From an optimization exercise on the open Yosys and OpenROAD flow, aimed at small area and a short achievable clock period; shortcuts taken in it are not production practice.
No functional check of the RTL was part of any run shown here.

$ cat design/flow/design.v
module FIR1 (X, clk, Y, reset);
  input  [13:0] X;
  input         clk;
  output [13:0] Y;
  input         reset;
  reg [13:0] d1;
  reg [13:0] d2;
  reg [13:0] d3;
  reg [13:0] d4;
  reg [13:0] d5;
  reg [13:0] d6;
  reg [13:0] d7;
  reg [13:0] d8;
  reg [13:0] d9;
  reg [13:0] d10;
  reg [13:0] d11;
  reg [13:0] d12;
  reg [13:0] d13;
  reg [13:0] d14;
  reg [13:0] d15;
  reg [13:0] d16;
  reg [13:0] d17;
  reg [13:0] d18;
  reg [13:0] d19;
  reg [14:0] q2_0;
  reg [14:0] q2_1;
  reg [14:0] q2_2;
  reg [14:0] q2_3;
  reg [16:0] t2_5;
  reg [29:0] r2a;
  reg [28:0] r2b;
  reg [15:0] r1;
  reg [0:0] r1c;
  reg [11:0] r1ha;
  reg [11:0] r1hb;
  reg [14:0] r1d;
  reg [13:0] Y;
  wire s1 = d17[2] ^ d19[2];
  wire c2 = d17[2] | d19[2];
  wire s3, c4;
  FIR1_fa us3 (~d17[0], d17[3], d19[3], s3, c4);
  wire s5, c6;
  FIR1_fa us5 (d17[4], d19[4], ~d17[1], s5, c6);
  wire s7, c8;
  FIR1_fa us7 (~d17[2], d17[5], d19[5], s7, c8);
  wire s9, c10;
  FIR1_fa us9 (~d17[3], d17[6], d19[6], s9, c10);
  wire s11, c12;
  FIR1_fa us11 (~d17[4], d17[7], d19[7], s11, c12);
  wire s13, c14;
  FIR1_fa us13 (~d17[5], d17[8], d19[8], s13, c14);
  wire s15, c16;
  FIR1_fa us15 (~d17[6], d17[9], d19[9], s15, c16);
  wire s17, c18;
  FIR1_fa us17 (~d17[7], d17[10], d19[10], s17, c18);
  wire s19, c20;
  FIR1_fa us19 (~d17[8], d17[11], d19[11], s19, c20);
  wire s21, c22;
  FIR1_fa us21 (~d17[9], d17[12], d19[12], s21, c22);
  wire s23, c24;
  FIR1_fa us23 (d17[13], d17[10], d19[13], s23, c24);
  wire [16:0] t2_5s = {~d17[13], d17[11], c24, ~c22, ~c20, ~c18, ~c16, ~c14, ~c12, ~c10, ~c8, ~c6, ~c4, ~c2, ~d17[1], ~d19[1], ~d17[0]} + {d17[12], ~d17[12], ~d17[11], s23, ~s21, ~s19, ~s17, ~s15, ~s13, ~s11, ~s9, ~s7, ~s5, ~s3, s1, d17[1], ~d19[0]};
  wire s25, c26;
  FIR1_ha us25 (q2_3[4], t2_5[5], s25, c26);
  wire s27 = q2_1[0] ^ q2_3[5];
  wire c28 = q2_1[0] | q2_3[5];
  wire s29, c30;
  FIR1_fa us29 (q2_0[10], q2_0[6], q2_0[4], s29, c30);
  wire s31 = q2_1[1] ^ q2_3[6];
  wire c32 = q2_1[1] | q2_3[6];
  wire s33, c34;
  FIR1_fa us33 (q2_0[11], q2_0[7], q2_0[5], s33, c34);
  wire s35, c36;
  FIR1_fa us35 (q2_0[3], q2_1[7], q2_2[11], s35, c36);
  wire s37, c38;
  FIR1_ha us37 (q2_3[0], t2_5[7], s37, c38);
  wire s39, c40;
  FIR1_fa us39 (q2_1[2], q2_3[7], q2_3[1], s39, c40);
  wire s41, c42;
  FIR1_fa us41 (q2_0[12], q2_0[8], q2_0[6], s41, c42);
  wire s43, c44;
  FIR1_fa us43 (q2_0[4], q2_1[8], q2_2[12], s43, c44);
  wire s45, c46;
  FIR1_fa us45 (q2_2[10], q2_2[5], q2_2[3], s45, c46);
  wire s47, c48;
  FIR1_fa us47 (q2_1[3], q2_3[8], q2_3[2], s47, c48);
  wire s49, c50;
  FIR1_fa us49 (q2_0[13], q2_0[9], q2_0[7], s49, c50);
  wire s51, c52;
  FIR1_fa us51 (q2_0[5], q2_1[9], q2_2[13], s51, c52);
  wire s53, c54;
  FIR1_fa us53 (q2_2[11], q2_2[6], q2_2[4], s53, c54);
  wire s55, c56;
  FIR1_ha us55 (q2_3[0], t2_5[9], s55, c56);
  wire s57, c58;
  FIR1_fa us57 (q2_0[14], q2_1[4], q2_2[14], s57, c58);
  wire s59, c60;
  FIR1_fa us59 (q2_3[9], q2_3[3], q2_3[1], s59, c60);
  wire s61, c62;
  FIR1_fa us61 (q2_0[10], q2_0[8], q2_0[6], s61, c62);
  wire s63, c64;
  FIR1_fa us63 (q2_1[10], q2_2[12], q2_2[7], s63, c64);
  wire s65, c66;
  FIR1_fa us65 (q2_2[5], q2_2[3], q2_3[13], s65, c66);
  wire s67, c68;
  FIR1_ha us67 (d9[0], t2_5[10], s67, c68);
  wire s69, c70;
  FIR1_fa us69 (q2_1[5], q2_3[14], q2_3[10], s69, c70);
  wire s71, c72;
  FIR1_fa us71 (q2_3[4], q2_3[2], d9[1], s71, c72);
  wire s73, c74;
  FIR1_fa us73 (q2_0[11], q2_0[9], q2_0[7], s73, c74);
  wire s75, c76;
  FIR1_fa us75 (q2_1[11], q2_2[13], q2_2[8], s75, c76);
  wire s77, c78;
  FIR1_fa us77 (q2_2[6], q2_2[4], q2_3[8], s77, c78);
  wire s79, c80;
  FIR1_fa us79 (q2_1[6], q2_2[14], q2_3[11], s79, c80);
  wire s81, c82;
  FIR1_fa us81 (q2_3[5], q2_3[3], d9[2], s81, c82);
  wire s83, c84;
  FIR1_fa us83 (q2_0[12], q2_0[10], q2_0[8], s83, c84);
  wire s85, c86;
  FIR1_fa us85 (q2_1[12], q2_2[9], q2_2[7], s85, c86);
  wire s87 = q2_1[7] ^ q2_3[12];
  wire c88 = q2_1[7] | q2_3[12];
  wire s89, c90;
  FIR1_fa us89 (q2_3[6], q2_3[4], d9[3], s89, c90);
  wire s91, c92;
  FIR1_fa us91 (q2_0[13], q2_0[11], q2_0[9], s91, c92);
  wire s93 = t2_5[13] ^ q2_1[13];
  wire c94 = t2_5[13] & ~q2_1[13];
  wire s95 = q2_0[14] ^ q2_1[14];
  wire c96 = q2_0[14] | q2_1[14];
  wire s97, c98;
  FIR1_fa us97 (q2_1[8], q2_3[13], q2_3[7], s97, c98);
  wire s99, c100;
  FIR1_fa us99 (q2_3[5], d9[4], t2_5[16], s99, c100);
  wire s101 = t2_5[14] ^ q2_0[12];
  wire c102 = t2_5[14] & ~q2_0[12];
  wire s103 = q2_1[9] ^ q2_3[8];
  wire c104 = q2_1[9] | q2_3[8];
  wire s105, c106;
  FIR1_fa us105 (q2_3[6], d9[5], t2_5[15], s105, c106);
  wire s107 = q2_3[1] ^ t2_5[2];
  wire c108 = q2_3[1] | t2_5[2];
  wire s109 = q2_0[6] ^ q2_0[2];
  wire c110 = q2_0[6] | q2_0[2];
  wire s111, c112;
  FIR1_fa us111 (q2_0[7], q2_0[3], q2_0[1], s111, c112);
  wire s113, c114;
  FIR1_fa us113 (q2_1[3], q2_2[7], q2_2[5], s113, c114);
  wire s115, c116;
  FIR1_ha us115 (q2_3[2], t2_5[3], s115, c116);
  wire s117, c118;
  FIR1_fa us117 (q2_0[8], q2_0[4], q2_0[2], s117, c118);
  wire s119, c120;
  FIR1_fa us119 (q2_0[0], q2_1[4], q2_2[8], s119, c120);
  wire s121, c122;
  FIR1_fa us121 (q2_2[6], q2_2[1], q2_3[7], s121, c122);
  wire s123, c124;
  FIR1_ha us123 (q2_3[3], t2_5[4], s123, c124);
  wire s125, c126;
  FIR1_fa us125 (q2_0[9], q2_0[5], q2_0[3], s125, c126);
  wire s127, c128;
  FIR1_fa us127 (q2_0[1], q2_1[5], q2_2[9], s127, c128);
  wire s129, c130;
  FIR1_fa us129 (q2_2[7], q2_2[2], q2_2[0], s129, c130);
  wire s131, c132;
  FIR1_fa us131 (q2_3[8], q2_3[2], t2_5[7], s131, c132);
  wire s133, c134;
  FIR1_fa us133 (q2_0[2], q2_1[6], q2_2[10], s133, c134);
  wire s135, c136;
  FIR1_fa us135 (q2_2[8], q2_2[3], q2_2[1], s135, c136);
  wire s137, c138;
  FIR1_fa us137 (q2_3[9], q2_3[3], t2_5[8], s137, c138);
  wire s139, c140;
  FIR1_fa us139 (t2_5[6], c26, ~s27, s139, c140);
  wire s141, c142;
  FIR1_fa us141 (q2_2[9], q2_2[4], q2_2[2], s141, c142);
  wire s143, c144;
  FIR1_fa us143 (q2_2[0], q2_3[10], q2_3[4], s143, c144);
  wire s145, c146;
  FIR1_fa us145 (t2_5[9], ~c28, s31, s145, c146);
  wire s147, c148;
  FIR1_fa us147 (c30, s33, s35, s147, c148);
  wire s149, c150;
  FIR1_fa us149 (q2_2[1], q2_3[11], q2_3[5], s149, c150);
  wire s151, c152;
  FIR1_fa us151 (t2_5[8], c32, c38, s151, c152);
  wire s153, c154;
  FIR1_fa us153 (t2_5[10], c34, c36, s153, c154);
  wire s155, c156;
  FIR1_fa us155 (s41, s43, s45, s155, c156);
  wire s157, c158;
  FIR1_fa us157 (q2_2[2], q2_3[12], q2_3[6], s157, c158);
  wire s159, c160;
  FIR1_fa us159 (t2_5[11], c42, c44, s159, c160);
  wire s161, c162;
  FIR1_fa us161 (s55, c40, ~c46, s161, c162);
  wire s163, c164;
  FIR1_fa us163 (s49, s51, s53, s163, c164);
  wire s165, c166;
  FIR1_fa us165 (q2_3[7], t2_5[12], ~c56, s165, c166);
  wire s167, c168;
  FIR1_fa us167 (c50, c52, c54, s167, c168);
  wire s169, c170;
  FIR1_fa us169 (s67, c48, s57, s169, c170);
  wire s171, c172;
  FIR1_fa us171 (s61, s63, s65, s171, c172);
  wire s173, c174;
  FIR1_fa us173 (t2_5[11], ~t2_5[13], c68, s173, c174);
  wire s175, c176;
  FIR1_fa us175 (c62, c64, c66, s175, c176);
  wire s177, c178;
  FIR1_fa us177 (c58, c60, s69, s177, c178);
  wire s179, c180;
  FIR1_fa us179 (s73, s75, s77, s179, c180);
  wire s181, c182;
  FIR1_fa us181 (q2_2[5], q2_3[9], t2_5[14], s181, c182);
  wire s183, c184;
  FIR1_fa us183 (t2_5[12], c70, c72, s183, c184);
  wire s185, c186;
  FIR1_fa us185 (c74, c76, c78, s185, c186);
  wire s187, c188;
  FIR1_fa us187 (s79, s81, ~s83, s187, c188);
  wire s189, c190;
  FIR1_fa us189 (q2_2[10], q2_2[8], q2_2[6], s189, c190);
  wire s191, c192;
  FIR1_fa us191 (q2_3[10], t2_5[15], s87, s191, c192);
  wire s193, c194;
  FIR1_fa us193 (s93, c84, c86, s193, c194);
  wire s195, c196;
  FIR1_fa us195 (c80, c82, s89, s195, c196);
  wire s197, c198;
  FIR1_fa us197 (q2_0[10], q2_2[11], q2_2[9], s197, c198);
  wire s199, c200;
  FIR1_fa us199 (q2_2[7], q2_3[11], s95, s199, c200);
  wire s201, c202;
  FIR1_fa us201 (c88, c94, ~s101, s201, c202);
  wire s203, c204;
  FIR1_fa us203 (c90, s97, s99, s203, c204);
  wire s205, c206;
  FIR1_fa us205 (q2_0[13], q2_0[11], q2_2[12], s205, c206);
  wire s207, c208;
  FIR1_fa us207 (q2_2[10], q2_2[8], q2_3[14], s207, c208);
  wire s209, c210;
  FIR1_fa us209 (~q2_3[12], c96, c102, s209, c210);
  wire s211, c212;
  FIR1_fa us211 (~s103, c98, c100, s211, c212);
  wire s213, c214;
  FIR1_fa us213 (q2_1[10], q2_3[9], q2_3[7], s213, c214);
  wire s215, c216;
  FIR1_fa us215 (q2_0[12], q2_2[13], q2_2[11], s215, c216);
  wire s217, c218;
  FIR1_fa us217 (q2_2[9], q2_3[13], t2_5[16], s217, c218);
  wire s219, c220;
  FIR1_fa us219 (d9[6], c104, ~q2_0[14], s219, c220);
  wire s221 = q2_1[11] ^ q2_2[14];
  wire c222 = q2_1[11] | q2_2[14];
  wire s223, c224;
  FIR1_fa us223 (q2_3[14], q2_3[10], q2_3[8], s223, c224);
  wire s225, c226;
  FIR1_fa us225 (q2_0[13], q2_2[12], q2_2[10], s225, c226);
  wire s227, c228;
  FIR1_ha us227 (q2_1[12], q2_3[11], s227, c228);
  wire s229, c230;
  FIR1_fa us229 (q2_0[4], q2_0[0], q2_1[0], s229, c230);
  wire s231, c232;
  FIR1_fa us231 (q2_0[5], q2_0[1], q2_1[1], s231, c232);
  wire s233, c234;
  FIR1_fa us233 (q2_2[5], q2_2[3], q2_3[4], s233, c234);
  wire s235 = t2_5[1] ^ t2_5[3];
  wire c236 = t2_5[1] & ~t2_5[3];
  wire s237, c238;
  FIR1_fa us237 (q2_0[0], q2_1[2], q2_2[6], s237, c238);
  wire s239, c240;
  FIR1_fa us239 (q2_2[4], q2_3[5], t2_5[4], s239, c240);
  wire s241, c242;
  FIR1_fa us241 (q2_3[0], ~s107, s109, s241, c242);
  wire s243, c244;
  FIR1_fa us243 (q2_2[0], q2_3[6], t2_5[5], s243, c244);
  wire s245, c246;
  FIR1_fa us245 (~c108, q2_3[0], c110, s245, c246);
  wire s247, c248;
  FIR1_fa us247 (~s115, s111, s113, s247, c248);
  wire s249, c250;
  FIR1_fa us249 (q2_3[1], t2_5[6], ~c116, s249, c250);
  wire s251, c252;
  FIR1_fa us251 (~s123, c112, c114, s251, c252);
  wire s253, c254;
  FIR1_fa us253 (s117, s119, s121, s253, c254);
  wire s255, c256;
  FIR1_fa us255 (c118, c120, c122, s255, c256);
  wire s257, c258;
  FIR1_fa us257 (s125, s127, s129, s257, c258);
  wire s259, c260;
  FIR1_fa us259 (c124, s25, ~s131, s259, c260);
  wire s261, c262;
  FIR1_fa us261 (c126, c128, c130, s261, c262);
  wire s263, c264;
  FIR1_fa us263 (c132, s29, s133, s263, c264);
  wire s265, c266;
  FIR1_fa us265 (s135, s137, ~s139, s265, c266);
  wire s267, c268;
  FIR1_fa us267 (c134, c136, c138, s267, c268);
  wire s269, c270;
  FIR1_fa us269 (~s37, s141, s143, s269, c270);
  wire s271, c272;
  FIR1_fa us271 (~c140, s145, s147, s271, c272);
  wire s273, c274;
  FIR1_fa us273 (c142, c144, s149, s273, c274);
  wire s275, c276;
  FIR1_fa us275 (s39, ~c146, s151, s275, c276);
  wire s277, c278;
  FIR1_fa us277 (c148, s153, s155, s277, c278);
  wire s279, c280;
  FIR1_fa us279 (c150, ~s47, s157, s279, c280);
  wire s281, c282;
  FIR1_fa us281 (c154, c156, s159, s281, c282);
  wire s283, c284;
  FIR1_fa us283 (c152, s161, ~s163, s283, c284);
  wire s285, c286;
  FIR1_fa us285 (c158, c160, s165, s285, c286);
  wire s287, c288;
  FIR1_fa us287 (s59, c162, ~c164, s287, c288);
  wire s289, c290;
  FIR1_fa us289 (s167, ~s169, s171, s289, c290);
  wire s291, c292;
  FIR1_fa us291 (~s71, c166, c168, s291, c292);
  wire s293, c294;
  FIR1_fa us293 (s173, c170, ~c172, s293, c294);
  wire s295, c296;
  FIR1_fa us295 (s175, ~s177, s179, s295, c296);
  wire s297, c298;
  FIR1_fa us297 (s85, s181, ~c174, s297, c298);
  wire s299, c300;
  FIR1_fa us299 (c176, c180, s185, s299, c300);
  wire s301, c302;
  FIR1_fa us301 (c178, s183, s187, s301, c302);
  wire s303, c304;
  FIR1_fa us303 (c182, s91, s189, s303, c304);
  wire s305, c306;
  FIR1_fa us305 (s191, ~c184, c186, s305, c306);
  wire s307, c308;
  FIR1_fa us307 (~s193, c188, s195, s307, c308);
  wire s309, c310;
  FIR1_fa us309 (c92, c190, s197, s309, c310);
  wire s311, c312;
  FIR1_fa us311 (c192, s199, c194, s311, c312);
  wire s313, c314;
  FIR1_fa us313 (s201, c196, s203, s313, c314);
  wire s315, c316;
  FIR1_fa us315 (c198, s205, s207, s315, c316);
  wire s317, c318;
  FIR1_fa us317 (s105, c202, s209, s317, c318);
  wire s319, c320;
  FIR1_fa us319 (~c200, c204, s211, s319, c320);
  wire s321, c322;
  FIR1_fa us321 (~c106, c206, c208, s321, c322);
  wire s323, c324;
  FIR1_fa us323 (~s213, s215, s217, s323, c324);
  wire s325, c326;
  FIR1_fa us325 (c210, s219, c212, s325, c326);
  wire s327, c328;
  FIR1_fa us327 (d9[7], q2_0[14], ~s221, s327, c328);
  wire s329, c330;
  FIR1_fa us329 (~c214, c216, c218, s329, c330);
  wire s331, c332;
  FIR1_fa us331 (s223, ~s225, c220, s331, c332);
  wire s333, c334;
  FIR1_fa us333 (q2_3[9], d9[8], ~q2_2[13], s333, c334);
  wire s335, c336;
  FIR1_fa us335 (c222, q2_0[14], s227, s335, c336);
  wire s337, c338;
  FIR1_fa us337 (q2_2[11], ~c224, c226, s337, c338);
  wire s339 = q2_1[13] ^ q2_2[14];
  wire c340 = q2_1[13] | q2_2[14];
  wire s341, c342;
  FIR1_fa us341 (q2_3[12], q2_3[10], d9[9], s341, c342);
  wire s343 = c228 ^ q2_2[12];
  wire c344 = c228 & ~q2_2[12];
  wire s345 = q2_3[13] ^ q2_3[11];
  wire c346 = q2_3[13] | q2_3[11];
  wire s347 = d9[10] ^ q2_1[14];
  wire c348 = d9[10] & ~q2_1[14];
  wire s349 = q2_0[2] ^ q2_2[2];
  wire c350 = q2_0[2] | q2_2[2];
  wire s351 = ~q2_0[3] ^ ~q2_2[3];
  wire c352 = ~q2_0[3] | ~q2_2[3];
  wire s353 = q2_2[1] ^ q2_3[2];
  wire c354 = q2_2[1] | q2_3[2];
  wire s355, c356;
  FIR1_fa us355 (q2_2[4], q2_2[2], q2_3[3], s355, c356);
  wire s357, c358;
  FIR1_fa us357 (t2_5[2], t2_5[0], s229, s357, c358);
  wire s359, c360;
  FIR1_fa us359 (~t2_5[0], q2_3[0], s235, s359, c360);
  wire s361, c362;
  FIR1_fa us361 (c230, s231, s233, s361, c362);
  wire s363, c364;
  FIR1_fa us363 (~c236, c232, c234, s363, c364);
  wire s365, c366;
  FIR1_fa us365 (s237, s239, ~s241, s365, c366);
  wire s367, c368;
  FIR1_fa us367 (c238, c240, s243, s367, c368);
  wire s369, c370;
  FIR1_fa us369 (~c242, s245, s247, s369, c370);
  wire s371, c372;
  FIR1_fa us371 (c244, c246, s249, s371, c372);
  wire s373, c374;
  FIR1_fa us373 (s251, c248, s253, s373, c374);
  wire s375, c376;
  FIR1_fa us375 (c250, c252, c254, s375, c376);
  wire s377, c378;
  FIR1_fa us377 (s255, s257, ~s259, s377, c378);
  wire s379, c380;
  FIR1_fa us379 (c256, c258, s261, s379, c380);
  wire s381, c382;
  FIR1_fa us381 (~c260, s263, s265, s381, c382);
  wire s383, c384;
  FIR1_fa us383 (c262, c264, s267, s383, c384);
  wire s385, c386;
  FIR1_fa us385 (s269, c266, s271, s385, c386);
  wire s387, c388;
  FIR1_fa us387 (c268, c270, s273, s387, c388);
  wire s389, c390;
  FIR1_fa us389 (~s275, c272, s277, s389, c390);
  wire s391, c392;
  FIR1_fa us391 (c274, s279, ~c276, s391, c392);
  wire s393, c394;
  FIR1_fa us393 (c278, s281, ~s283, s393, c394);
  wire s395, c396;
  FIR1_fa us395 (c280, c282, s285, s395, c396);
  wire s397, c398;
  FIR1_fa us397 (s287, c284, ~s289, s397, c398);
  wire s399, c400;
  FIR1_fa us399 (c286, ~c288, s291, s399, c400);
  wire s401, c402;
  FIR1_fa us401 (~s293, c290, s295, s401, c402);
  wire s403, c404;
  FIR1_fa us403 (c292, s297, s299, s403, c404);
  wire s405, c406;
  FIR1_fa us405 (c294, ~c296, s301, s405, c406);
  wire s407, c408;
  FIR1_fa us407 (s303, c298, c300, s407, c408);
  wire s409, c410;
  FIR1_fa us409 (~s305, c302, s307, s409, c410);
  wire s411, c412;
  FIR1_fa us411 (c304, s309, c306, s411, c412);
  wire s413, c414;
  FIR1_fa us413 (~s311, c308, s313, s413, c414);
  wire s415, c416;
  FIR1_fa us415 (c310, s315, c312, s415, c416);
  wire s417, c418;
  FIR1_fa us417 (s317, c314, s319, s417, c418);
  wire s419, c420;
  FIR1_fa us419 (c316, s321, s323, s419, c420);
  wire s421, c422;
  FIR1_fa us421 (c318, s325, c320, s421, c422);
  wire s423, c424;
  FIR1_fa us423 (c322, s329, c324, s423, c424);
  wire s425, c426;
  FIR1_fa us425 (s327, c326, s331, s425, c426);
  wire s427, c428;
  FIR1_fa us427 (s333, c328, s335, s427, c428);
  wire s429, c430;
  FIR1_fa us429 (c330, s337, ~c332, s429, c430);
  wire s431, c432;
  FIR1_fa us431 (~s339, c334, s341, s431, c432);
  wire s433, c434;
  FIR1_fa us433 (s343, ~c336, c338, s433, c434);
  wire s435, c436;
  FIR1_fa us435 (q2_2[13], s345, s347, s435, c436);
  wire s437, c438;
  FIR1_fa us437 (c340, c342, c344, s437, c438);
  wire s439, c440;
  FIR1_fa us439 (q2_2[14], q2_3[12], d9[11], s439, c440);
  wire s441, c442;
  FIR1_fa us441 (~q2_3[14], c346, c348, s441, c442);
  wire s443 = q2_2[0] ^ q2_3[1];
  wire c444 = q2_2[0] | q2_3[1];
  wire s445, c446;
  FIR1_fa us445 (t2_5[1], c350, s351, s445, c446);
  wire s447, c448;
  FIR1_fa us447 (~c352, c354, s355, s447, c448);
  wire s449, c450;
  FIR1_fa us449 (c356, s359, c358, s449, c450);
  wire s451, c452;
  FIR1_fa us451 (c360, c362, s363, s451, c452);
  wire s453, c454;
  FIR1_fa us453 (c364, s367, c366, s453, c454);
  wire s455, c456;
  FIR1_fa us455 (c368, s371, s373, s455, c456);
  wire s457, c458;
  FIR1_fa us457 (c372, c374, s375, s457, c458);
  wire s459, c460;
  FIR1_fa us459 (c376, s379, c378, s459, c460);
  wire s461, c462;
  FIR1_fa us461 (c380, s383, c382, s461, c462);
  wire s463, c464;
  FIR1_fa us463 (c384, s387, c386, s463, c464);
  wire s465, c466;
  FIR1_fa us465 (c388, s391, c390, s465, c466);
  wire s467, c468;
  FIR1_fa us467 (c392, s395, c394, s467, c468);
  wire s469, c470;
  FIR1_fa us469 (c396, s399, ~c398, s469, c470);
  wire s471, c472;
  FIR1_fa us471 (c400, s403, c402, s471, c472);
  wire s473, c474;
  FIR1_fa us473 (c404, s407, ~c406, s473, c474);
  wire s475, c476;
  FIR1_fa us475 (c408, s411, ~c410, s475, c476);
  wire s477, c478;
  FIR1_fa us477 (c412, s415, ~c414, s477, c478);
  wire s479, c480;
  FIR1_fa us479 (s419, c416, ~c418, s479, c480);
  wire s481, c482;
  FIR1_fa us481 (c420, s423, ~s425, s481, c482);
  wire s483, c484;
  FIR1_fa us483 (s427, ~c424, c426, s483, c484);
  wire s485, c486;
  FIR1_fa us485 (s431, c428, ~s433, s485, c486);
  wire s487, c488;
  FIR1_fa us487 (~s435, c432, s437, s487, c488);
  wire s489, c490;
  FIR1_fa us489 (s439, ~c436, s441, s489, c490);
  wire s491, c492;
  FIR1_fa us491 (q2_3[13], d9[12], c440, s491, c492);
  wire s493 = q2_0[1] ^ q2_2[1];
  wire c494 = q2_0[1] | q2_2[1];
  wire s495, c496;
  FIR1_fa us495 (~t2_5[0], s349, s443, s495, c496);
  wire s497, c498;
  FIR1_fa us497 (c444, ~s353, s445, s497, c498);
  wire s499, c500;
  FIR1_fa us499 (c446, s357, s447, s499, c500);
  wire s501, c502;
  FIR1_fa us501 (c448, s361, s449, s501, c502);
  wire s503, c504;
  FIR1_fa us503 (c450, s365, s451, s503, c504);
  wire s505, c506;
  FIR1_fa us505 (c452, s369, s453, s505, c506);
  wire s507, c508;
  FIR1_fa us507 (c370, c454, s455, s507, c508);
  wire s509, c510;
  FIR1_fa us509 (s377, c456, s457, s509, c510);
  wire s511, c512;
  FIR1_fa us511 (c458, s381, s459, s511, c512);
  wire s513, c514;
  FIR1_fa us513 (c460, s385, s461, s513, c514);
  wire s515, c516;
  FIR1_fa us515 (s389, c462, s463, s515, c516);
  wire s517, c518;
  FIR1_fa us517 (s393, c464, s465, s517, c518);
  wire s519, c520;
  FIR1_fa us519 (~s397, c466, s467, s519, c520);
  wire s521, c522;
  FIR1_fa us521 (s401, c468, s469, s521, c522);
  wire s523, c524;
  FIR1_fa us523 (~s405, c470, s471, s523, c524);
  wire s525, c526;
  FIR1_fa us525 (~s409, c472, s473, s525, c526);
  wire s527, c528;
  FIR1_fa us527 (~s413, c474, s475, s527, c528);
  wire s529, c530;
  FIR1_fa us529 (~s417, c476, s477, s529, c530);
  wire s531, c532;
  FIR1_fa us531 (~s421, c478, s479, s531, c532);
  wire s533, c534;
  FIR1_fa us533 (~c422, s481, c480, s533, c534);
  wire s535, c536;
  FIR1_fa us535 (s429, ~s483, c482, s535, c536);
  wire s537, c538;
  FIR1_fa us537 (~c430, s485, c484, s537, c538);
  wire s539, c540;
  FIR1_fa us539 (~c434, s487, c486, s539, c540);
  wire s541, c542;
  FIR1_fa us541 (c438, s489, c488, s541, c542);
  wire s543, c544;
  FIR1_fa us543 (c442, s491, c490, s543, c544);
  wire s545, c546;
  FIR1_fa us545 (~d9[13], q2_3[14], c492, s545, c546);
  wire s547, c548;
  FIR1_ha us547 (d1[4], d1[2], s547, c548);
  wire s549, c550;
  FIR1_fa us549 (d1[5], d1[3], d1[1], s549, c550);
  wire s551, c552;
  FIR1_fa us551 (d1[6], d1[4], d1[2], s551, c552);
  wire s553, c554;
  FIR1_fa us553 (d1[7], d1[5], d1[3], s553, c554);
  wire s555, c556;
  FIR1_fa us555 (d1[8], d1[6], d1[4], s555, c556);
  wire s557, c558;
  FIR1_fa us557 (d1[9], d1[7], d1[5], s557, c558);
  wire s559, c560;
  FIR1_fa us559 (d1[10], d1[8], d1[6], s559, c560);
  wire s561, c562;
  FIR1_fa us561 (d1[11], d1[9], d1[7], s561, c562);
  wire s563, c564;
  FIR1_fa us563 (d1[12], d1[10], d1[8], s563, c564);
  wire s565, c566;
  FIR1_fa us565 (r2a[15], r2b[15], d1[13], s565, c566);
  wire s567, c568;
  FIR1_ha us567 (d1[12], d1[10], s567, c568);
  wire s569 = d1[11] ^ r2a[17];
  wire c570 = d1[11] & ~r2a[17];
  wire s571, c572;
  FIR1_ha us571 (d1[2], d1[0], s571, c572);
  wire s573, c574;
  FIR1_fa us573 (d1[3], d1[1], ~r2a[5], s573, c574);
  wire s575, c576;
  FIR1_fa us575 (~d1[0], r2a[6], r2b[6], s575, c576);
  wire s577, c578;
  FIR1_fa us577 (r2a[7], r2b[7], ~c548, s577, c578);
  wire s579, c580;
  FIR1_fa us579 (r2a[8], r2b[8], ~c550, s579, c580);
  wire s581, c582;
  FIR1_fa us581 (r2a[9], r2b[9], ~c552, s581, c582);
  wire s583, c584;
  FIR1_fa us583 (r2a[10], r2b[10], ~c554, s583, c584);
  wire s585, c586;
  FIR1_fa us585 (r2a[11], r2b[11], ~c556, s585, c586);
  wire s587, c588;
  FIR1_fa us587 (r2a[12], r2b[12], ~c558, s587, c588);
  wire s589, c590;
  FIR1_fa us589 (r2a[13], r2b[13], ~c560, s589, c590);
  wire s591, c592;
  FIR1_fa us591 (r2a[14], r2b[14], ~c562, s591, c592);
  wire s593, c594;
  FIR1_fa us593 (d1[11], d1[9], c564, s593, c594);
  wire s595, c596;
  FIR1_fa us595 (r2a[16], r2b[16], ~s567, s595, c596);
  wire s597, c598;
  FIR1_fa us597 (r2b[17], d1[13], s569, s597, c598);
  wire s599, c600;
  FIR1_fa us599 (~d1[12], r2a[18], r2b[18], s599, c600);
  wire s601 = r2a[19] ^ r2b[19];
  wire c602 = r2a[19] | r2b[19];
  wire s603, c604;
  FIR1_ha us603 (r2b[2], d1[0], s603, c604);
  wire s605, c606;
  FIR1_fa us605 (r2a[3], d1[1], ~r2b[3], s605, c606);
  wire s607, c608;
  FIR1_fa us607 (r2a[4], r2b[4], ~s571, s607, c608);
  wire s609, c610;
  FIR1_fa us609 (~r2b[5], c572, s573, s609, c610);
  wire s611, c612;
  FIR1_fa us611 (s547, c574, ~s575, s611, c612);
  wire s613, c614;
  FIR1_fa us613 (c576, ~s549, s577, s613, c614);
  wire s615, c616;
  FIR1_fa us615 (~s551, c578, s579, s615, c616);
  wire s617, c618;
  FIR1_fa us617 (~s553, c580, s581, s617, c618);
  wire s619, c620;
  FIR1_fa us619 (~s555, c582, s583, s619, c620);
  wire s621, c622;
  FIR1_fa us621 (~s557, c584, s585, s621, c622);
  wire s623, c624;
  FIR1_fa us623 (~s559, c586, s587, s623, c624);
  wire s625, c626;
  FIR1_fa us625 (~s561, c588, s589, s625, c626);
  wire s627, c628;
  FIR1_fa us627 (~s563, c590, s591, s627, c628);
  wire s629, c630;
  FIR1_fa us629 (s565, c592, ~s593, s629, c630);
  wire s631, c632;
  FIR1_fa us631 (c566, ~c594, s595, s631, c632);
  wire s633, c634;
  FIR1_fa us633 (~c568, c596, s597, s633, c634);
  wire s635, c636;
  FIR1_fa us635 (~c570, s599, c598, s635, c636);
  wire s637, c638;
  FIR1_fa us637 (d1[13], ~s601, c600, s637, c638);
  wire s639, c640;
  FIR1_fa us639 (r2a[20], r2b[20], c602, s639, c640);
  wire s641 = r2a[21] ^ r2b[21];
  wire c642 = r2a[21] | r2b[21];
  wire s643 = r2a[22] ^ r2b[22];
  wire c644 = r2a[22] | r2b[22];
  wire s645 = r2b[23] ^ r2a[23];
  wire c646 = r2b[23] & ~r2a[23];
  wire s647, c648;
  FIR1_ha us647 (r2a[24], r2b[24], s647, c648);
  wire s649, c650;
  FIR1_ha us649 (r2a[25], r2b[25], s649, c650);
  wire s651, c652;
  FIR1_ha us651 (r2a[26], r2b[26], s651, c652);
  wire s653, c654;
  FIR1_ha us653 (r2a[27], r2b[27], s653, c654);
  wire s655 = r2b[28] ^ r2a[28];
  wire c656 = r2b[28] & ~r2a[28];
  wire [29:0] ra1 = {r2a[29], c654, c652, c650, c648, c646, ~c644, ~c642, ~c640, ~c638, ~c636, ~c634, ~c632, ~c630, ~c628, ~c626, ~c624, ~c622, ~c620, ~c618, ~c616, ~c614, c612, c610, ~c608, c606, c604, ~r2a[2], r2b[1], ~r2a[0]}, rb1 = {c656, ~s655, s653, s651, s649, s647, ~s645, s643, s641, ~s639, ~s637, ~s635, ~s633, ~s631, ~s629, ~s627, ~s625, ~s623, ~s621, ~s619, ~s617, ~s615, ~s613, s611, s609, ~s607, s605, s603, ~r2a[1], ~r2b[0]};
  wire [18:0] rl1 = {1'b0, ra1[17:0]} + {1'b0, rb1[17:0]};
  wire [11:0] qhi = {r1ha[11], r1ha[10], r1ha[9], r1ha[8], r1ha[7], r1ha[6], ~r1ha[5], ~r1ha[4], ~r1ha[3], ~r1ha[2], ~r1ha[1], ~r1ha[0]} + {r1hb[11], ~r1hb[10], r1hb[9], r1hb[8], r1hb[7], r1hb[6], ~r1hb[5], r1hb[4], r1hb[3], ~r1hb[2], ~r1hb[1], ~r1hb[0]} + {11'd0, r1c};
  wire [13:0] xu = {X[13], ~X[12:0]};
  wire [14:0] qd = ~r1d;
  wire [15:0] ca, cb;   
  assign ca[0] = r1[0] ^ xu[0];
  assign cb[0] = 1'b0;
  assign cb[1] = qd[0] & xu[0];
  genvar gi;
  generate for (gi = 1; gi < 14; gi = gi + 1) begin : csa
    assign ca[gi] = r1[gi] ^ xu[gi] ^ xu[gi-1];
    assign cb[gi+1] = (qd[gi] & xu[gi]) | (qd[gi] & xu[gi-1]) | (xu[gi] & xu[gi-1]);
  end endgenerate
  assign ca[14] = r1[14] ^ xu[13];
  assign cb[15] = qd[14] & xu[13];
  assign ca[15] = r1[15];
  wire [15:0] pg0 = ca & cb, pt0 = ca | cb;
  wire [15:0] pg1, pt1;
  assign pg1[0] = pg0[0];
  assign pt1[0] = pt0[0];
  assign pg1[1] = pg0[1] | (pt0[1] & pg0[0]);
  assign pt1[1] = pt0[1] & pt0[0];
  assign pg1[2] = pg0[2] | (pt0[2] & pg0[1]);
  assign pt1[2] = pt0[2] & pt0[1];
  assign pg1[3] = pg0[3] | (pt0[3] & pg0[2]);
  assign pt1[3] = pt0[3] & pt0[2];
  assign pg1[4] = pg0[4] | (pt0[4] & pg0[3]);
  assign pt1[4] = pt0[4] & pt0[3];
  assign pg1[5] = pg0[5] | (pt0[5] & pg0[4]);
  assign pt1[5] = pt0[5] & pt0[4];
  assign pg1[6] = pg0[6] | (pt0[6] & pg0[5]);
  assign pt1[6] = pt0[6] & pt0[5];
  assign pg1[7] = pg0[7] | (pt0[7] & pg0[6]);
  assign pt1[7] = pt0[7] & pt0[6];
  assign pg1[8] = pg0[8] | (pt0[8] & pg0[7]);
  assign pt1[8] = pt0[8] & pt0[7];
  assign pg1[9] = pg0[9] | (pt0[9] & pg0[8]);
  assign pt1[9] = pt0[9] & pt0[8];
  assign pg1[10] = pg0[10] | (pt0[10] & pg0[9]);
  assign pt1[10] = pt0[10] & pt0[9];
  assign pg1[11] = pg0[11] | (pt0[11] & pg0[10]);
  assign pt1[11] = pt0[11] & pt0[10];
  assign pg1[12] = pg0[12] | (pt0[12] & pg0[11]);
  assign pt1[12] = pt0[12] & pt0[11];
  assign pg1[13] = pg0[13] | (pt0[13] & pg0[12]);
  assign pt1[13] = pt0[13] & pt0[12];
  assign pg1[14] = pg0[14] | (pt0[14] & pg0[13]);
  assign pt1[14] = pt0[14] & pt0[13];
  assign pg1[15] = pg0[15] | (pt0[15] & pg0[14]);
  assign pt1[15] = pt0[15] & pt0[14];
  wire [15:0] pg2, pt2;
  assign pg2[0] = pg1[0];
  assign pt2[0] = pt1[0];
  assign pg2[1] = pg1[1];
  assign pt2[1] = pt1[1];
  assign pg2[2] = pg1[2] | (pt1[2] & pg1[0]);
  assign pt2[2] = pt1[2] & pt1[0];
  assign pg2[3] = pg1[3] | (pt1[3] & pg1[1]);
  assign pt2[3] = pt1[3] & pt1[1];
  assign pg2[4] = pg1[4] | (pt1[4] & pg1[2]);
  assign pt2[4] = pt1[4] & pt1[2];
  assign pg2[5] = pg1[5] | (pt1[5] & pg1[3]);
  assign pt2[5] = pt1[5] & pt1[3];
  assign pg2[6] = pg1[6] | (pt1[6] & pg1[4]);
  assign pt2[6] = pt1[6] & pt1[4];
  assign pg2[7] = pg1[7] | (pt1[7] & pg1[5]);
  assign pt2[7] = pt1[7] & pt1[5];
  assign pg2[8] = pg1[8] | (pt1[8] & pg1[6]);
  assign pt2[8] = pt1[8] & pt1[6];
  assign pg2[9] = pg1[9] | (pt1[9] & pg1[7]);
  assign pt2[9] = pt1[9] & pt1[7];
  assign pg2[10] = pg1[10] | (pt1[10] & pg1[8]);
  assign pt2[10] = pt1[10] & pt1[8];
  assign pg2[11] = pg1[11] | (pt1[11] & pg1[9]);
  assign pt2[11] = pt1[11] & pt1[9];
  assign pg2[12] = pg1[12] | (pt1[12] & pg1[10]);
  assign pt2[12] = pt1[12] & pt1[10];
  assign pg2[13] = pg1[13] | (pt1[13] & pg1[11]);
  assign pt2[13] = pt1[13] & pt1[11];
  assign pg2[14] = pg1[14] | (pt1[14] & pg1[12]);
  assign pt2[14] = pt1[14] & pt1[12];
  assign pg2[15] = pg1[15] | (pt1[15] & pg1[13]);
  assign pt2[15] = pt1[15] & pt1[13];
  wire [15:0] pg3, pt3;
  assign pg3[0] = pg2[0];
  assign pt3[0] = pt2[0];
  assign pg3[1] = pg2[1];
  assign pt3[1] = pt2[1];
  assign pg3[2] = pg2[2];
  assign pt3[2] = pt2[2];
  assign pg3[3] = pg2[3];
  assign pt3[3] = pt2[3];
  assign pg3[4] = pg2[4] | (pt2[4] & pg2[0]);
  assign pt3[4] = pt2[4] & pt2[0];
  assign pg3[5] = pg2[5] | (pt2[5] & pg2[1]);
  assign pt3[5] = pt2[5] & pt2[1];
  assign pg3[6] = pg2[6] | (pt2[6] & pg2[2]);
  assign pt3[6] = pt2[6] & pt2[2];
  assign pg3[7] = pg2[7] | (pt2[7] & pg2[3]);
  assign pt3[7] = pt2[7] & pt2[3];
  assign pg3[8] = pg2[8] | (pt2[8] & pg2[4]);
  assign pt3[8] = pt2[8] & pt2[4];
  assign pg3[9] = pg2[9] | (pt2[9] & pg2[5]);
  assign pt3[9] = pt2[9] & pt2[5];
  assign pg3[10] = pg2[10] | (pt2[10] & pg2[6]);
  assign pt3[10] = pt2[10] & pt2[6];
  assign pg3[11] = pg2[11] | (pt2[11] & pg2[7]);
  assign pt3[11] = pt2[11] & pt2[7];
  assign pg3[12] = pg2[12] | (pt2[12] & pg2[8]);
  assign pt3[12] = pt2[12] & pt2[8];
  assign pg3[13] = pg2[13] | (pt2[13] & pg2[9]);
  assign pt3[13] = pt2[13] & pt2[9];
  assign pg3[14] = pg2[14] | (pt2[14] & pg2[10]);
  assign pt3[14] = pt2[14] & pt2[10];
  assign pg3[15] = pg2[15] | (pt2[15] & pg2[11]);
  assign pt3[15] = pt2[15] & pt2[11];
  wire [15:0] pg4, pt4;
  assign pg4[0] = pg3[0];
  assign pt4[0] = pt3[0];
  assign pg4[1] = pg3[1];
  assign pt4[1] = pt3[1];
  assign pg4[2] = pg3[2];
  assign pt4[2] = pt3[2];
  assign pg4[3] = pg3[3];
  assign pt4[3] = pt3[3];
  assign pg4[4] = pg3[4];
  assign pt4[4] = pt3[4];
  assign pg4[5] = pg3[5];
  assign pt4[5] = pt3[5];
  assign pg4[6] = pg3[6];
  assign pt4[6] = pt3[6];
  assign pg4[7] = pg3[7];
  assign pt4[7] = pt3[7];
  assign pg4[8] = pg3[8] | (pt3[8] & pg3[0]);
  assign pt4[8] = pt3[8] & pt3[0];
  assign pg4[9] = pg3[9] | (pt3[9] & pg3[1]);
  assign pt4[9] = pt3[9] & pt3[1];
  assign pg4[10] = pg3[10] | (pt3[10] & pg3[2]);
  assign pt4[10] = pt3[10] & pt3[2];
  assign pg4[11] = pg3[11] | (pt3[11] & pg3[3]);
  assign pt4[11] = pt3[11] & pt3[3];
  assign pg4[12] = pg3[12] | (pt3[12] & pg3[4]);
  assign pt4[12] = pt3[12] & pt3[4];
  assign pg4[13] = pg3[13] | (pt3[13] & pg3[5]);
  assign pt4[13] = pt3[13] & pt3[5];
  assign pg4[14] = pg3[14] | (pt3[14] & pg3[6]);
  assign pt4[14] = pt3[14] & pt3[6];
  assign pg4[15] = pg3[15] | (pt3[15] & pg3[7]);
  assign pt4[15] = pt3[15] & pt3[7];
  wire cy16 = pg4[15];   
  wire cy14 = pg4[13], cy15 = pg4[14];
  wire y0 = ca[14] ^ cb[14] ^ cy14;
  wire y1 = ca[15] ^ cb[15] ^ cy15;
  wire [11:0] hq = qhi;
  wire [11:0] hall;   
  assign hall[0] = 1'b1;
  generate for (gi = 1; gi < 12; gi = gi + 1) begin : inc
    assign hall[gi] = hall[gi-1] & hq[gi-1];
  end endgenerate
  wire [13:0] yn = {hq ^ (hall & {12{cy16}}), y1, y0};
  always @(posedge clk or posedge reset) begin
    if (reset) begin
      d1 <= 14'd0;
      d2 <= 14'd0;
      d3 <= 14'd0;
      d4 <= 14'd0;
      d5 <= 14'd0;
      d6 <= 14'd0;
      d7 <= 14'd0;
      d8 <= 14'd0;
      d9 <= 14'd0;
      d10 <= 14'd0;
      d11 <= 14'd0;
      d12 <= 14'd0;
      d13 <= 14'd0;
      d14 <= 14'd0;
      d15 <= 14'd0;
      d16 <= 14'd0;
      d17 <= 14'd0;
      d18 <= 14'd0;
      d19 <= 14'd0;
      q2_0 <= 15'd0;
      q2_1 <= 15'd0;
      q2_2 <= 15'd0;
      q2_3 <= 15'd0;
      t2_5 <= 17'd0;
      r2a <= 30'd789315579;
      r2b <= 29'd8388601;
      r1 <= 16'd40963;
      r1c <= 1'd0;
      r1ha <= 12'd4032;
      r1hb <= 12'd1063;
      r1d <= 15'd24572;
      Y <= 14'd0;
    end else begin
      d1 <= X;
      d2 <= d1;
      d3 <= d2;
      d4 <= d3;
      d5 <= d4;
      d6 <= d5;
      d7 <= d6;
      d8 <= d7;
      d9 <= d8;
      d10 <= d9;
      d11 <= d10;
      d12 <= d11;
      d13 <= d12;
      d14 <= d13;
      d15 <= d14;
      d16 <= d15;
      d17 <= d16;
      d18 <= d17;
      d19 <= d18;
      q2_0 <= {d1[13], d1} + {d15[13], d15};
      q2_1 <= {d3[13], d3} + {d13[13], d13};
      q2_2 <= {d5[13], d5} + {d11[13], d11};
      q2_3 <= {d7[13], d7} + {d9[13], d9};
      t2_5 <= t2_5s;
      r2a <= {1'b1, q2_3[14], c544, c542, c540, c538, c536, c534, c532, c530, c528, c526, c524, c522, c520, c518, c516, c514, c512, c510, c508, c506, c504, c502, c500, c498, c496, c494, q2_3[0], q2_0[0]};
      r2b <= {c546, s545, s543, s541, s539, s537, s535, s533, s531, s529, s527, s525, s523, s521, s519, s517, s515, s513, s511, s509, s507, s505, s503, s501, s499, s497, s495, s493, q2_2[0]};
      r1 <= rl1[17:2];
      r1c <= rl1[18];
      r1ha <= {r2a[29], c654, c652, c650, c648, c646, c644, c642, c640, c638, c636, c634};
      r1hb <= {c656, s655, s653, s651, s649, s647, s645, s643, s641, s639, s637, s635};
      r1d <= ~rl1[16:2];
      Y <= yn;
    end
  end
endmodule
module FIR1_fa (a, b, c, s, co);
  input a, b, c;
  output s, co;
  assign s = a ^ b ^ c;
  assign co = (a & b) | (a & c) | (b & c);
endmodule
module FIR1_ha (a, b, s, co);
  input a, b;
  output s, co;
  assign s = a ^ b;
  assign co = a & b;
endmodule
$ cat design/flow/flow/run.sh
#!/bin/bash
set -euo pipefail
bash standard.sh SETUP_SLACK_MARGIN=6.3 "BUFFER_PORTS_ARGS=-buffer_cell sky130_fd_sc_hd__buf_4" finish > standard_run.log 2>&1
$ cat design/flow/standard.sh
#!/bin/bash
# synth_recipe.tcl (not shown) runs the flow's synth.tcl, then flattens the netlist and writes it again
# the make line also repeats each setting of config.mk as NAME=value (left out here)
make -C /OpenROAD-flow-scripts/flow DESIGN_CONFIG=/design/flow/config.mk WORK_HOME=/design/flow/orfs CLKGATE_MAP_FILE= SYNTH_SCRIPT=/design/flow/synth_recipe.tcl "${@:-finish}"
$ cat design/flow/config.mk
export PLATFORM = sky130hd
export DESIGN_NAME = FIR1
export DESIGN_NICKNAME = FIR1
export VERILOG_FILES = /design/flow/design.v
export SDC_FILE = /design/flow/constraint.sdc
export NUM_CORES = 4
export LEC_CHECK = 0
export ABC_AREA = 1
export CAP_MARGIN = 20
export CORE_MARGIN = 2
export CORE_UTILIZATION = 40
export CTS_CLUSTER_DIAMETER = 150
export CTS_CLUSTER_SIZE = 20
export SLEW_MARGIN = 20
export SYNTH_HIERARCHICAL = 1
export SYNTH_MINIMUM_KEEP_SIZE = 0
$ cat design/flow/constraint.sdc
create_clock -name core_clock -period 10.0 [get_ports {clk}]
set_input_delay 2.0000 -clock core_clock [delete_from_list [all_inputs] [get_ports {clk}]]
set_output_delay 2.0000 -clock core_clock [all_outputs]
set_load 0.01 [all_outputs]
==> reports/qor.log, run 1 <==
qor: synthesis.synth-async-reset-ratio 1.00
qor: clock_tree.postCtsHoldBufs 0
qor: worst_setup_path.critical_path.startpoint_type register
qor: worst_setup_path.cell_repeated_most_along_the_worst_path sky130_fd_sc_hd__fa_1
qor: routing.routed-via-count 14100
qor: worst_setup_path.path_cells fa_1, fa_1, fa_1, inv_1, fa_1, inv_1, fa_1, fa_1
qor: layout.finish.net_count 2572
qor: layout.finalInstanceArea 27000 sq um
qor: clock_tree.cts-root-buf sky130_fd_sc_hd__clkbuf_16
qor: job.max_cap_violations 0
qor: synthesis.postSynthNetCount 2507
qor: floorplanning.io_pins 30
qor: sta.report.final.setup_viol 0
qor: synthesis.ys_types 40
qor: global_routing.grt_pass1_wl 82600 um
qor: clock_tree.cts.sink_count 469
qor: place.port-buffer-count 29
qor: routing.met2_length 23700 um
qor: routing.maxUsedRoutingLayer met4
qor: synthesis.simple_gate_share_of_the_synthesized_area 0.0919
qor: hold_path.min_from d6[0]
qor: synthesis.synth_enable_flop_cells 0
qor: hold_path.min_delay_worst_endpoint d7[0]
qor: worst_setup_path.critical_setup_path_kind register to register
qor: synthesis.synthesis.yosys.warnings 7
qor: sta.hold_slack 0.328 ns
qor: sta.max_freq 277 MHz
qor: synthesis.synth.yosys.seq_area_share 0.476
qor: synthesis.synth_top_family_by_area adder cells
qor: synthesis.synth_compound_gate_area_share 0.0357
qor: floorplanning.die_w 253 um
qor: clock_tree.tritoncts built
qor: hold_path.min_delay_path_depth 0
qor: sta.worst-slew-pin-transition 0.944 ns
qor: layout.post_layout_nonfiller_instances 2928
qor: layout.final_layout_size_suffix_gt1_frac 0.0978
qor: sta.totalNegativeSetupSlack 0 ns
qor: layout.syn_to_final_growth 8.60%
qor: sta.hold_viol_final 0
qor: global_routing.largest_net_degree_at_the_start_of_global_routing 194
qor: sta.slew_violations 0
qor: sta.worst_clock_skew 0.0307 ns
qor: worst_setup_path.crit_path_top_delay_cell sky130_fd_sc_hd__dfrtp_1
qor: sta.grt_setup_unrepaired true
qor: global_routing.via_count_of_the_first_global_routing_pass 15200
qor: synthesis.postSynthRegisterBits 469
qor: place.place.gp.congestion 0.877
qor: routing.wl_met1 23300 um
qor: synthesis.synth_fa_ha_area_frac 0.310
qor: status.outcome complete, no violations
qor: place.post-dp-hpwl 41500 um
qor: synthesis.synth_mux_area_frac 0
qor: worst_setup_path.critical_path_arrival 4.14 ns
qor: clock_tree.worstSkewPairLatency 0.60 ns
qor: floorplanning.floorplan_core_area 61500 sq um
qor: global_routing.grt_util_all_layers 0.169
qor: sta.timing.max_slew.rel_slack 0.371
qor: global_routing.grt-ovfl-total 0
qor: worst_setup_path.worst_r2r_path_depth 8
qor: layout.antennaDiodeCount 0
qor: synthesis.gate_count_post_synth 2052
qor: worst_setup_path.worst_ep_required 10.53 ns
qor: floorplanning.fp-row-count 91
qor: clock_tree.clk_transition_reported_paths 0.08 ns
qor: routing.drt-total-wl 51700 um
qor: worst_setup_path.critical_path.reg2reg.startpoint q2_2[3]
qor: global_routing.antenna_found_initial 5
qor: routing.remaining_drc_errors 0
qor: floorplanning.initial_utilization 0.404
qor: synthesis.synthFlopType sky130_fd_sc_hd__dfrtp_1
qor: routing.drt-initial-drc-count 938
qor: worst_setup_path.path_max_fanout 5
qor: routing.drt_first_pass_iters 7
qor: synthesis.synthXorXnorAreaFrac 0.0293
qor: clock_tree.cts_inserted_buffers 27
qor: routing.drt-wirelength-per-cell 17.7 um
qor: routing.wl_met3 2950 um
qor: synthesis.postSynthAreaPerCell 12.1 sq um
qor: synthesis.synthesis.area 24800 sq um
qor: place.post-place-cells 2873
qor: worst_setup_path.r2r_end r2b[15]
qor: layout.final_common_cell sky130_fd_sc_hd__dfrtp_1
qor: clock_tree.max-clock-path-buffers 3
qor: routing.route.detailed.vias_per_inst 4.82
qor: routing.antenna_violating_nets_post_route 0
qor: worst_setup_path.slowest_delay 0.66 ns
qor: floorplanning.fp.dieArea 64100 sq um
qor: hold_path.hold_path.class register to register
qor: sta.finalWorstPathRequiredPeriod 3.61 ns
qor: clock_tree.h-tree-depth 1
qor: sta.finalCritPeriodShare 0.361
qor: worst_setup_path.regToRegSetupSlack 6.39 ns
qor: worst_setup_path.critPathCaptureType register
qor: layout.layout.cells.most_common_list 370 x sky130_fd_sc_hd__dfrtp_1, 357 x sky130_fd_sc_hd__inv_1, 336 x sky130_fd_sc_hd__nand2_1
qor: place.placement.cell_area 26100 sq um
qor: floorplanning.die_height 253 um
## per-stage QoR
step                       util  setup WS, ns
final                     0.438          6.39
after global routing      0.438          6.27
after CTS                 0.437          6.31
after detailed placement  0.424          5.72
after global placement    0.424          5.76
after floorplan               -          1.70
## timing repair
action | 4_1_cts | 5_1_grt
setup buffers | 0 | 4
setup endpoints to repair | 2 | 72
resized for setup | 2 | 32
cloned | 0 | 1
## cell usage after synthesis, types with 7 or more instances
cell / count / share of area
sky130_fd_sc_hd__inv_2: 11 / 0.0017
sky130_fd_sc_hd__inv_1: 358 / 0.054
sky130_fd_sc_hd__ha_1: 146 / 0.074
sky130_fd_sc_hd__dfrtp_1: 401 / 0.40
sky130_fd_sc_hd__fa_1: 293 / 0.24
sky130_fd_sc_hd__nand3b_1: 7 / 0.0021
sky130_fd_sc_hd__nand2_2: 13 / 0.0033
sky130_fd_sc_hd__nand2_1: 336 / 0.051
sky130_fd_sc_hd__nand3_1: 86 / 0.017
sky130_fd_sc_hd__dfstp_2: 68 / 0.072
sky130_fd_sc_hd__o21ai_0: 37 / 0.0075
sky130_fd_sc_hd__nor2_1: 50 / 0.0076
sky130_fd_sc_hd__a21oi_1: 81 / 0.016
sky130_fd_sc_hd__nand4_1: 10 / 0.0025
sky130_fd_sc_hd__xnor2_1: 21 / 0.0074
sky130_fd_sc_hd__xor2_1: 62 / 0.022
sky130_fd_sc_hd__nor3_1: 10 / 0.0020
sky130_fd_sc_hd__a21o_1: 8 / 0.0024
## worst max-delay path: cells and delay by family (launching register included)
kind | cells | cell delay (ns)
fa+ha+maj | 6 | 2.77
flops | 1 | 0.66
buf+inv | 2 | 0.13
## cells by family after synthesis
logic type / count (synthesis)
flops: 469
xor+xnor: 83
fa+ha+maj: 439
compound gates: 158
simple gates: 531
buf+inv: 372
## per-module statistics from Yosys, one instance, submodules excluded
| module | times used | cell area (sq um) | flip-flops and latches | cells |
|---|---|---|---|---|
| FIR1_ha | 15 | 12.5 | 0 | 1 |
| FIR1 | 1 | 18900 | 469 | 1751 |
| FIR1_fa | 286 | 20.0 | 0 | 1 |
## sequential cells by signal (all words and copies together), names as in the netlist, 15 cells and up
signal and flops:
r2a 29, r2b 29, t2_5 17, q2_0 15, q2_1 15, q2_2 15
q2_3 15, r1 15, r1d 15
## how the worst max path moves through the flow
stage                        start      end  slack [ns]  cells past startpoint
final                      q2_2[3]  r2b[15]        6.39                      8
after global routing         d1[3]   r1[15]        6.27                     13
after CTS                 q2_3[10]  r2b[16]        6.31                      7
after detailed placement     reset  r2a[23]        5.72                      4
after global placement       reset  r1hb[6]        5.76                      4
after floorplan              reset     Y[0]        1.70                      1
## layer usage
metal,vias to the layer above,track usage
met4,0,0.0536
met5,-,0
met2,348,0.270
met3,109,0.0286
li1,6446,-
met1,7215,0.236
## final cells by class
type | instances | area [sq um]
Clock buffer | 48 | 754
Multi-Input combinational cell | 1211 | 11600
Timing Repair Buffer | 39 | 330
Clock inverter | 2 | 36.3
Tap cell | 790 | 988
Inverter | 369 | 1390
Sequential cell | 469 | 11900
Fill cell | 5603 | 34500
==> inputs of run 2 (changes only) <==
--- a/design/flow/config.mk
+++ b/design/flow/config.mk
@@ -11,5 +11,5 @@
 export CORE_UTILIZATION = 40
 export CTS_CLUSTER_DIAMETER = 150
-export CTS_CLUSTER_SIZE = 20
+export CTS_CLUSTER_SIZE = 26
 export SLEW_MARGIN = 20
 export SYNTH_HIERARCHICAL = 1
==> reports/qor.log, run 2 <==
qor: status.outcome complete, no violations
qor: floorplanning.fp.dieArea 64100 sq um
qor: synthesis.synth.most_common_cell sky130_fd_sc_hd__dfrtp_1
qor: layout.final_layout_size_suffix_gt1_frac 0.0945
qor: synthesis.synth_enable_flop_cells 0
qor: hold_path.hold_path.class register to register
qor: sta.finalWorstPathRequiredPeriod 3.63 ns
qor: synthesis.ys_types 40
qor: sta.report.final.setup_viol 0
qor: floorplanning.io_pins 30
qor: synthesis.postSynthAreaPerCell 12.1 sq um
qor: worst_setup_path.path_cells fa_1, fa_1, fa_1, inv_1, fa_1, inv_1, fa_1, fa_1
qor: synthesis.postSynthNetCount 2507
qor: layout.reg_top3 r2a (29), r2b (29), t2_5 (17)
qor: synthesis.netlist_top_cells_count 401 x sky130_fd_sc_hd__dfrtp_1, 358 x sky130_fd_sc_hd__inv_1, 336 x sky130_fd_sc_hd__nand2_1
qor: sta.slew_violations 0
qor: clock_tree.h-tree-depth 1
qor: routing.antenna_violating_nets_post_route 0
qor: worst_setup_path.critical_setup_path_kind register to register
qor: sta.timing.max_slew.rel_slack 0.371
qor: routing.drt-total-wl 51900 um
qor: global_routing.via_count_of_the_first_global_routing_pass 15100
qor: synthesis.synth_area_leaders sky130_fd_sc_hd__dfrtp_1 40%, sky130_fd_sc_hd__fa_1 24%, sky130_fd_sc_hd__ha_1 7.4%
qor: global_routing.grt-ovfl-total 0
qor: worst_setup_path.worstPathBufferInverterCount 2
qor: worst_setup_path.crit_path_top_delay_cell sky130_fd_sc_hd__dfrtp_1
qor: floorplanning.initial_utilization 0.404
qor: worst_setup_path.path_max_fanout 5
qor: layout.finish.net_count 2567
qor: sta.max_freq 276 MHz
qor: layout.syn_to_final_growth 8.06%
qor: synthesis.synthesis.yosys.warnings 7
qor: synthesis.synth.yosys.seq_area_share 0.476
qor: job.max_cap_violations 0
qor: place.port-buffer-count 29
qor: clock_tree.clk_transition_reported_paths 0.10 ns
qor: sta.worst_clock_skew 0.0354 ns
qor: synthesis.synthesis.area 24800 sq um
qor: sta.totalNegativeSetupSlack 0 ns
qor: global_routing.largest_net_degree_at_the_start_of_global_routing 194
qor: sta.hold_viol_final 0
qor: worst_setup_path.slowest_delay 0.69 ns
qor: synthesis.synth-async-reset-ratio 1.00
qor: layout.layout.cells.most_common_list 374 x sky130_fd_sc_hd__dfrtp_1, 357 x sky130_fd_sc_hd__inv_1, 336 x sky130_fd_sc_hd__nand2_1
qor: global_routing.grt_pass1_wl 82600 um
qor: clock_tree.tritoncts built
qor: routing.drt-initial-drc-count 1045
qor: clock_tree.max-clock-path-buffers 3
qor: synthesis.gate_count_post_synth 2052
qor: worst_setup_path.worst_path_dominant_cell_family adder cells
qor: sta.worst-slew-pin-transition 0.943 ns
qor: worst_setup_path.critPathCaptureType register
qor: synthesis.synth_top_cell_by_area sky130_fd_sc_hd__dfrtp_1
qor: worst_setup_path.critical_path_arrival 4.16 ns
qor: floorplanning.floorplan_core_area 61500 sq um
qor: synthesis.postSynthRegisterBits 469
qor: routing.route.detailed.vias_per_inst 4.81
qor: place.post-dp-hpwl 41500 um
qor: worst_setup_path.cell_repeated_most_along_the_worst_path sky130_fd_sc_hd__fa_1
qor: clock_tree.cts-root-buf sky130_fd_sc_hd__clkbuf_16
qor: routing.routed-via-count 14000
qor: layout.fillers 5626
qor: floorplanning.die_w 253 um
qor: sta.grt_setup_unrepaired true
qor: clock_tree.cts.sink_count 469
qor: worst_setup_path.worst_ep_required 10.53 ns
qor: place.place.gp.congestion 0.877
qor: floorplanning.die_height 253 um
qor: clock_tree.cts_inserted_buffers 22
qor: routing.drt_first_pass_iters 7
qor: synthesis.synth.top_cell.area_share 0.404
qor: layout.final_common_cell sky130_fd_sc_hd__dfrtp_1
qor: floorplanning.fp-row-count 91
qor: routing.drt-wirelength-per-cell 17.8 um
qor: global_routing.grt_util_all_layers 0.169
qor: routing.remaining_drc_errors 0
qor: sta.finalCritPeriodShare 0.363
qor: synthesis.synthFlopType sky130_fd_sc_hd__dfrtp_1
qor: worst_setup_path.critical_path.startpoint_type register
qor: clock_tree.worstSkewPairLatency 0.58 ns
qor: global_routing.antenna_found_initial 4
qor: sta.hold_slack 0.326 ns
## run 2: per-layer routing
metal | up-vias | track usage | wire length [um]
met5 | - | 0 | 0
met4 | 0 | 0.0489 | 1530
met3 | 84 | 0.0311 | 2730
met2 | 323 | 0.273 | 23900
met1 | 7196 | 0.235 | 23700
li1 | 6433 | - | -
## run 2: final cells by class
cell class | count | area, sq um | share of cell area
antenna | 2 | 5.00 | 0.000187
clock buffer | 37 | 607 | 0.0226
clock inverter | 3 | 48.8 | 0.00182
inverter | 369 | 1390 | 0.0518
multi-input combinational | 1211 | 11600 | 0.432
sequential | 469 | 11900 | 0.442
tap | 790 | 988 | 0.0369
timing repair buffer | 39 | 330 | 0.0123
## run 2: timing repair
item                       in CTS  in global routing
buffers inserted                0                  4
hold buffers                    0                  0
pin swaps                       0                  0
cloned                          0                  1
setup endpoints to repair       2                 71
gates resized for setup         2                 28
## run 2: final timing paths
path                         start  slack [ns]  endpoint  cells past startpoint
setup / recovery           q2_2[3]        6.37   r2b[15]                      8
hold / removal              d12[0]        0.33    d13[0]                      0
hold reg to reg             d12[0]        0.33    d13[0]                      0
setup reg to reg           q2_2[3]        6.37   r2b[15]                      8
max in group asynchronous    reset        6.81  q2_3[14]                      4
min in group asynchronous    reset        1.61     d2[0]                      2
## run 2: logic make-up after synthesis
kind of cell,share of synthesized area
AND/OR/NAND/NOR,0.0919
adder cells (fa/ha/maj),0.310
XOR/XNOR,0.0293
AO/OA/AOI/OAI,0.0357
flip-flops,0.476
buffers and inverters,0.0569
## run 2: per-module statistics from Yosys (local to each module, per instance)
module	flops+latches	cell area (sq um)	times used	cells
FIR1_fa	0	20.0	286	1
FIR1_ha	0	12.5	15	1
FIR1	469	18900	1	1751
## run 2: per-stage QoR
step / std cells / cell area [sq um] / utilization / worst slack (ns)
3_3_place_gp: 2873 / 26100 / 0.424 / 5.76
3_5_place_dp: 2873 / 26100 / 0.424 / 5.72
4_1_cts: 2913 / 26700 / 0.434 / 6.32
2_1_floorplan: 2052 / 24800 / - / 1.70
5_1_grt: 2918 / 26800 / 0.436 / 6.27
6_report: 2920 / 26800 / 0.436 / 6.37

-- afterwards: timing with drivers on the ports --
How much do the figures lean on ideal ports? The routed layouts below were timed once more, with nothing changed but the port constraints.
Step 1: set_driving_cell puts a clkbuf_16 on clk and a buf_2 on each other input, an assumption about the parent block.
Step 2 also shifts input and output timing later by t, the mid clock arrival at the registers, as if the neighbouring blocks saw the same clock.
Slacks: ideal ports / drivers / drivers and shift; pairs: ideal ports / drivers.
run	t (ns)	setup WS [ns]	hold WS [ns]	worst setup path at the end	latest minus earliest clock arrival (ns)
run 1	0.647	6.391 / 6.391 / 6.076	0.328 / 0.328 / 0.328	input to register	0.032 / 0.032
run 2	0.624	6.371 / 6.371 / 6.081	0.326 / 0.326 / 0.326	input to register	0.038 / 0.038
After both steps every run listed still meets setup and hold. The setup slack of run 1, which loses most, moves by 0.000 ns with the drivers and by -0.315 ns with both steps.
